This design comes from an exercise in tuning for small area and a short achievable clock period on the open sky130 flow, not from production work. The RTL was checked by simulation tests, not by an equivalence proof against the original design.

==> run P <==
==> flow/design.v <==
module div_top
(
    input             clk,
    input      [31:0] x,
    input      [31:0] y,
    output reg [31:0] q,
    output reg [31:0] r
);
reg  [31:0] x_r;
reg  [31:0] y_r;
wire [31:0] q_w;
wire [31:0] r_w;
nrda_div #(.WIDTH(32)) u_div (
    .x(x_r),
    .y(y_r),
    .r(r_w),
    .q(q_w)
);
always @(posedge clk) begin
    x_r <= x;
    y_r <= y;
    q   <= q_w;
    r   <= r_w;
end
endmodule

module nrda_div
#(
    parameter WIDTH=32
)
(
    input [WIDTH-1:0] x,
    input [WIDTH-1:0] y,
    output [WIDTH-1:0] r,
    output [WIDTH-1:0] q
);
localparam W  = WIDTH;
localparam NS = WIDTH/2;      
localparam RW = WIDTH+1;      
localparam AW = WIDTH+3;      
localparam SW = clog2(WIDTH);
function integer clog2;
    input integer v;
    integer u;
    begin
        clog2 = 0;
        for (u = v - 1; u > 0; u = u >> 1)
            clog2 = clog2 + 1;
    end
endfunction
function [3:0] sel;           
    input [6:0] e;
    input [2:0] di;
    integer m2, m1, m0, mm1, es;
    begin
        case (di)
        3'd0: begin m2 = 12; m1 = 4; m0 = -4;  mm1 = -13; end
        3'd1: begin m2 = 14; m1 = 4; m0 = -6;  mm1 = -15; end
        3'd2: begin m2 = 15; m1 = 4; m0 = -6;  mm1 = -16; end
        3'd3: begin m2 = 16; m1 = 4; m0 = -6;  mm1 = -18; end
        3'd4: begin m2 = 18; m1 = 6; m0 = -8;  mm1 = -20; end
        3'd5: begin m2 = 20; m1 = 6; m0 = -8;  mm1 = -20; end
        3'd6: begin m2 = 20; m1 = 8; m0 = -8;  mm1 = -22; end
        default: begin m2 = 24; m1 = 8; m0 = -8;  mm1 = -24; end
        endcase
        es = e[6] ? {25'h1ffffff, e} : {25'h0, e};
        if (es >= m2)       sel = 4'b1000;
        else if (es >= m1)  sel = 4'b0100;
        else if (es >= m0)  sel = 4'b0000;
        else if (es >= mm1) sel = 4'b0010;
        else                sel = 4'b0001;
    end
endfunction
wire xs = x[W-1];
wire ys = y[W-1];
wire yz = ~|y;
reg  [W-1:0]   yv_ [0:SW];
reg  [2*W-1:0] xv [0:SW];
reg  [SW-1:0]  s;
integer k;
always @(*) begin
    yv_[0] = y;
    xv[0] = {{W{xs}}, x};
    for (k = 0; k < SW; k = k + 1) begin
        s[SW-1-k] = ~|((yv_[k] ^ {W{ys}}) >> (W - (1 << (SW-1-k)))) & ~yz;
        yv_[k+1] = s[SW-1-k] ? yv_[k] << (1 << (SW-1-k)) : yv_[k];
        xv[k+1] = s[SW-1-k] ? xv[k] << (1 << (SW-1-k)) : xv[k];
    end
end
wire [RW-1:0]  yv = {ys, yv_[SW]};        
wire [2*W-1:0] xn = xv[SW];               
wire [RW-1:0]  ya = ys ? ~yv : yv;        
wire [2:0] di = ya[W-1] ? ya[W-2:W-4] : 3'b000;
wire signed [2:0] w0t = xn[2*W-1:2*W-3];   
wire q0p = di[2] ? (w0t >= 3'sd3) : (w0t >= 3'sd2);
wire q0n = di[2] ? (w0t == -3'sd4) : (w0t <= -3'sd3);
wire q0i = ys ? q0n : q0p;                
wire [AW-1:0] D1 = {{(AW-RW){yv[RW-1]}}, yv};
wire [AW-1:0] D2 = {{(AW-RW-1){yv[RW-1]}}, yv, 1'b0};
reg [RW-1:0] S [0:NS];
reg [RW-1:0] C [0:NS];
reg [NS-1:0] dp1, dp2, dn1, dn2;
reg [AW-1:0] A, B, M;
reg [6:0] est;
reg [3:0] qd;
reg inv, one, two;
integer j;
always @(*) begin
    S[0] = {xn[2*W-1], xn[2*W-1:W]};
    C[0] = (q0p | q0n) ? (q0i ? ~yv : yv) : {RW{1'b0}};
    for (j = 1; j <= NS; j = j + 1) begin
        A = {S[j-1], xn[W-2*j+1 -: 2]};
        B = {C[j-1], (j == 1) ? {q0i, q0i} : 2'b00};
        est = A[AW-1:AW-7] + B[AW-1:AW-7];
        qd = sel(est, di);
        inv = ys ? (qd[1] | qd[0]) : (qd[3] | qd[2]);
        one = qd[2] | qd[1];
        two = qd[3] | qd[0];
        dp2[NS-j] = two & inv;  dp1[NS-j] = one & inv;
        dn2[NS-j] = two & ~inv; dn1[NS-j] = one & ~inv;
        M = ({AW{two}} & D2 | {AW{one}} & D1) ^ {AW{inv}};
        S[j] = A ^ B ^ M;
        C[j] = {((A & B) | (A & M) | (B & M)), (inv | ((j == 1) & q0i))};
    end
end
nrda_div_tail #(.W(W), .NS(NS), .RW(RW), .SW(SW)) u_tail (
    .xs(xs), .ys(ys), .yz(yz), .S(S[NS]), .C(C[NS]), .y(y), .s(s),
    .dp1(dp1), .dp2(dp2), .dn1(dn1), .dn2(dn2), .r(r), .q(q));
endmodule
module nrda_div_tail #(parameter W=32, NS=16, RW=33, SW=5) (
    input xs,
    input ys,
    input yz,
    input [RW-1:0] S,
    input [RW-1:0] C,
    input [W-1:0] y,
    input [SW-1:0] s,
    input [NS-1:0] dp1, dp2, dn1, dn2,
    output [W-1:0] r,
    output [W-1:0] q
);
wire [RW-1:0] rf = S + C;
wire rneg = rf[RW-1];
wire rz = ~|rf;
wire corr = xs ? ~(rneg | rz) : rneg;
wire sub = xs ^ ys;                       
wire [RW-1:0] rs = (rf >> s) | (rneg ? ~({RW{1'b1}} >> s) : {RW{1'b0}});
wire [W-1:0] ry = corr ? (sub ? ~y : y) : {W{1'b0}};
wire [W-1:0] rr = rs[W-1:0] + ry + (corr & sub);
wire [2:0] e0 = {dp2[0], dp1[0]} - {dn2[0], dn1[0]} +
                (corr ? (sub ? 3'd1 : 3'd7) : 3'd0);
reg [W-1:0] P, N;
integer t;
always @(*) begin
    for (t = 1; t < NS; t = t + 1) begin
        P[2*t+1] = dp2[t]; P[2*t] = dp1[t];
        N[2*t+1] = dn2[t]; N[2*t] = dn1[t];
    end
    P[1:0] = e0[2] ? 2'b00 : e0[1:0];
    N[1:0] = e0[2] ? -e0[1:0] : 2'b00;
    if (yz) begin
        P = {{(W-1){1'b0}}, xs};
        N = {{(W-1){1'b0}}, ~xs};
    end
end
assign r = rr;
assign q = P - N;
endmodule
==> flow/flow/run.sh <==
#!/bin/bash
set -euo pipefail
bash standard.sh SETUP_SLACK_MARGIN=46 finish > standard_flow.log 2>&1
==> flow/standard.sh <==
#!/bin/bash
# synth_recipe.tcl (not shown) runs the flow's synth.tcl, then flattens the netlist and writes it again
# the make line also repeats each setting of config.mk as NAME=value (left out here)
make -C /OpenROAD-flow-scripts/flow DESIGN_CONFIG=/design/flow/config.mk WORK_HOME=/design/flow/orfs CLKGATE_MAP_FILE= SYNTH_SCRIPT=/design/flow/synth_recipe.tcl "${@:-finish}"
==> flow/config.mk <==
export PLATFORM = sky130hd
export DESIGN_NAME = div_top
export DESIGN_NICKNAME = div_top
export VERILOG_FILES = /design/flow/design.v
export SDC_FILE = /design/flow/constraint.sdc
export NUM_CORES = 4
export LEC_CHECK = 0
export ABC_AREA = 1
export CAP_MARGIN = 20
export CORE_MARGIN = 2
export CORE_UTILIZATION = 50
export CTS_CLUSTER_DIAMETER = 50
export CTS_CLUSTER_SIZE = 15
export SLEW_MARGIN = 20
export SYNTH_HIERARCHICAL = 1
==> flow/constraint.sdc <==
create_clock -name core_clock -period 110.0 [get_ports {clk}]
set_input_delay 22.0000 -clock core_clock [delete_from_list [all_inputs] [get_ports {clk}]]
set_output_delay 22.0000 -clock core_clock [all_outputs]
set_load 0.01 [all_outputs]
==> inputs of run H, as changes to run P <==
==> flow/flow/run.sh (replaced) <==
#!/bin/bash
set -euo pipefail
bash standard.sh SETUP_SLACK_MARGIN=43 finish > standard_flow.log 2>&1
==> inputs of run Z, as changes to run P <==
--- a/flow/design.v
+++ b/flow/design.v
@@ -32,6 +32,6 @@
     input [WIDTH-1:0] x,
     input [WIDTH-1:0] y,
-    output [WIDTH-1:0] r,
-    output [WIDTH-1:0] q
+    output reg [WIDTH-1:0] r,
+    output reg [WIDTH-1:0] q
 );
 localparam W  = WIDTH;
@@ -124,28 +124,12 @@
     end
 end
-nrda_div_tail #(.W(W), .NS(NS), .RW(RW), .SW(SW)) u_tail (
-    .xs(xs), .ys(ys), .yz(yz), .S(S[NS]), .C(C[NS]), .y(y), .s(s),
-    .dp1(dp1), .dp2(dp2), .dn1(dn1), .dn2(dn2), .r(r), .q(q));
-endmodule
-module nrda_div_tail #(parameter W=32, NS=16, RW=33, SW=5) (
-    input xs,
-    input ys,
-    input yz,
-    input [RW-1:0] S,
-    input [RW-1:0] C,
-    input [W-1:0] y,
-    input [SW-1:0] s,
-    input [NS-1:0] dp1, dp2, dn1, dn2,
-    output [W-1:0] r,
-    output [W-1:0] q
-);
-wire [RW-1:0] rf = S + C;
+wire [RW-1:0] rf = S[NS] + C[NS];
 wire rneg = rf[RW-1];
-wire rz = ~|rf;
-wire corr = xs ? ~(rneg | rz) : rneg;
+wire rnz = |rf;
+wire corr = xs ? (~rneg & rnz) : rneg;
 wire sub = xs ^ ys;                       
-wire [RW-1:0] rs = (rf >> s) | (rneg ? ~({RW{1'b1}} >> s) : {RW{1'b0}});
-wire [W-1:0] ry = corr ? (sub ? ~y : y) : {W{1'b0}};
-wire [W-1:0] rr = rs[W-1:0] + ry + (corr & sub);
+wire [RW-1:0] rc = S[NS] + C[NS] + (sub ? ~yv : yv) + sub;
+wire [RW-1:0] rr = corr ? rc : rf;
+wire [RW-1:0] rs = (rr >> s) | (rr[RW-1] ? ~({RW{1'b1}} >> s) : {RW{1'b0}});
 wire [2:0] e0 = {dp2[0], dp1[0]} - {dn2[0], dn1[0]} +
                 (corr ? (sub ? 3'd1 : 3'd7) : 3'd0);
@@ -164,5 +148,7 @@
     end
 end
-assign r = rr;
-assign q = P - N;
+always @(*) begin
+    r = rs[W-1:0];
+    q = P - N;
+end
 endmodule
==> flow/flow/run.sh (replaced) <==
#!/bin/bash
set -euo pipefail
bash standard.sh SETUP_SLACK_MARGIN=40 finish > standard_flow.log 2>&1
- ABC_AREA: 1 -> unset
- SYNTH_HIERARCHICAL: 1 -> unset
==> inputs of run D, as changes to run P <==
--- a/flow/design.v
+++ b/flow/design.v
@@ -32,6 +32,6 @@
     input [WIDTH-1:0] x,
     input [WIDTH-1:0] y,
-    output [WIDTH-1:0] r,
-    output [WIDTH-1:0] q
+    output reg [WIDTH-1:0] r,
+    output reg [WIDTH-1:0] q
 );
 localparam W  = WIDTH;
@@ -124,28 +124,12 @@
     end
 end
-nrda_div_tail #(.W(W), .NS(NS), .RW(RW), .SW(SW)) u_tail (
-    .xs(xs), .ys(ys), .yz(yz), .S(S[NS]), .C(C[NS]), .y(y), .s(s),
-    .dp1(dp1), .dp2(dp2), .dn1(dn1), .dn2(dn2), .r(r), .q(q));
-endmodule
-module nrda_div_tail #(parameter W=32, NS=16, RW=33, SW=5) (
-    input xs,
-    input ys,
-    input yz,
-    input [RW-1:0] S,
-    input [RW-1:0] C,
-    input [W-1:0] y,
-    input [SW-1:0] s,
-    input [NS-1:0] dp1, dp2, dn1, dn2,
-    output [W-1:0] r,
-    output [W-1:0] q
-);
-wire [RW-1:0] rf = S + C;
+wire [RW-1:0] rf = S[NS] + C[NS];
 wire rneg = rf[RW-1];
-wire rz = ~|rf;
-wire corr = xs ? ~(rneg | rz) : rneg;
+wire rnz = |rf;
+wire corr = xs ? (~rneg & rnz) : rneg;
 wire sub = xs ^ ys;                       
-wire [RW-1:0] rs = (rf >> s) | (rneg ? ~({RW{1'b1}} >> s) : {RW{1'b0}});
-wire [W-1:0] ry = corr ? (sub ? ~y : y) : {W{1'b0}};
-wire [W-1:0] rr = rs[W-1:0] + ry + (corr & sub);
+wire [RW-1:0] rc = S[NS] + C[NS] + (sub ? ~yv : yv) + sub;
+wire [RW-1:0] rr = corr ? rc : rf;
+wire [RW-1:0] rs = (rr >> s) | (rr[RW-1] ? ~({RW{1'b1}} >> s) : {RW{1'b0}});
 wire [2:0] e0 = {dp2[0], dp1[0]} - {dn2[0], dn1[0]} +
                 (corr ? (sub ? 3'd1 : 3'd7) : 3'd0);
@@ -164,5 +148,7 @@
     end
 end
-assign r = rr;
-assign q = P - N;
+always @(*) begin
+    r = rs[W-1:0];
+    q = P - N;
+end
 endmodule
==> flow/flow/run.sh (replaced) <==
#!/bin/bash
set -euo pipefail
bash standard.sh SETUP_SLACK_MARGIN=50 finish > standard_flow.log 2>&1
- ABC_AREA: 1 -> unset
- SYNTH_HIERARCHICAL: 1 -> unset
==> summary of the runs <==
Count of clock-buffer cells in the layout is the same in run Z and run D. Against run Z, the hold slack of run D is higher by 0.0097 ns. In run Z the critical path depth is lower than in run D, by 6. Register-to-register slack: run Z < run D < run H < run P. Global-route usage, highest first: run D, run Z, run P, run H. Final cell count: run P is higher than run H (about 1.4%). The highest wire length belongs to run D, the lowest to run H. Design area: run H < run P < run Z < run D. Via count: run D is larger than run Z (about 2.8%).
==> figures <==
quantity                                                                                  run P                    run Z                    run H                    run D
Status                                                                  complete, no violations  complete, no violations  complete, no violations  complete, no violations
Met1 Usage GRT                                                                            51.4%                    53.7%                    50.8%                    54.9%
Post-synthesis share of cell area spent on and, or, nand and nor gates                    21.7%                    12.6%                    21.7%                    12.6%
Routed wl met3                                                                          20.3 mm                  26.2 mm                  18.3 mm                  28.5 mm
Capture endpoint of the worst hold path                                            r[0]$_DFF_P_             q[0]$_DFF_P_             r[0]$_DFF_P_             q[0]$_DFF_P_
Clock skew after layout                                                               0.0244 ns                0.0447 ns                0.0256 ns                0.0486 ns
Number of placement rows                                                                    114                      112                      114                      112
Via count                                                                                 49400                    48800                    48700                    50100
Fraction of area in clock buffers and inverters                                           1.04%                    1.03%                    1.08%                   0.968%
Bufs and invs on worst path                                                                  75                       62                       76                       77
Fraction of area in multi-input gates                                                     75.1%                    75.7%                    76.2%                    74.6%
Instance count after placement with tap cells included                                     8174                     6929                     8174                     6927
Global placement routability congestion                                                    1.03                     1.01                     1.03                     1.00
Data-path buffer share of cell area in the final layout                                   8.45%                    13.1%                    6.63%                    14.9%
Worst slack on hold paths                                                              0.800 ns                 0.990 ns                 0.808 ns                 0.999 ns
Worst flop-to-flop path endpoint                                                  q[18]$_DFF_P_            q[24]$_DFF_P_            q[18]$_DFF_P_            q[23]$_DFF_P_

==> separate check: timing with driven ports <==
Ports are ideal in the flow. The routed layouts listed here were re-timed in OpenROAD. Step 1 (the two cells are an assumption about what drives the block):
set clk [get_ports {clk}]
set_driving_cell -lib_cell sky130_fd_sc_hd__clkbuf_16 $clk
set_driving_cell -lib_cell sky130_fd_sc_hd__buf_2 [delete_from_list [all_inputs] $clk]
Step 2, shift: input delay + t, output delay - t, t = (earliest + latest rising clock arrival at the registers) / 2. This alone moves slack from input paths to output paths. Slacks: no drivers / after step 1 / after step 2; pairs: no drivers / after step 1.
run	t (ns)	slack for setup (ns)	worst setup path after step 2	latest minus earliest clock arrival (ns)	worst data-port slew with drivers (ns)
run P	0.556	49.181 / 49.181 / 49.181	register to register	0.026 / 0.026	0.04
run H	0.557	46.983 / 46.983 / 46.983	register to register	0.026 / 0.026	0.04
run Z	0.573	41.702 / 41.702 / 41.702	register to register	0.048 / 0.048	0.06
run D	0.588	42.681 / 42.681 / 42.681	register to register	0.052 / 0.052	0.07
After both steps every run listed still meets setup and hold.
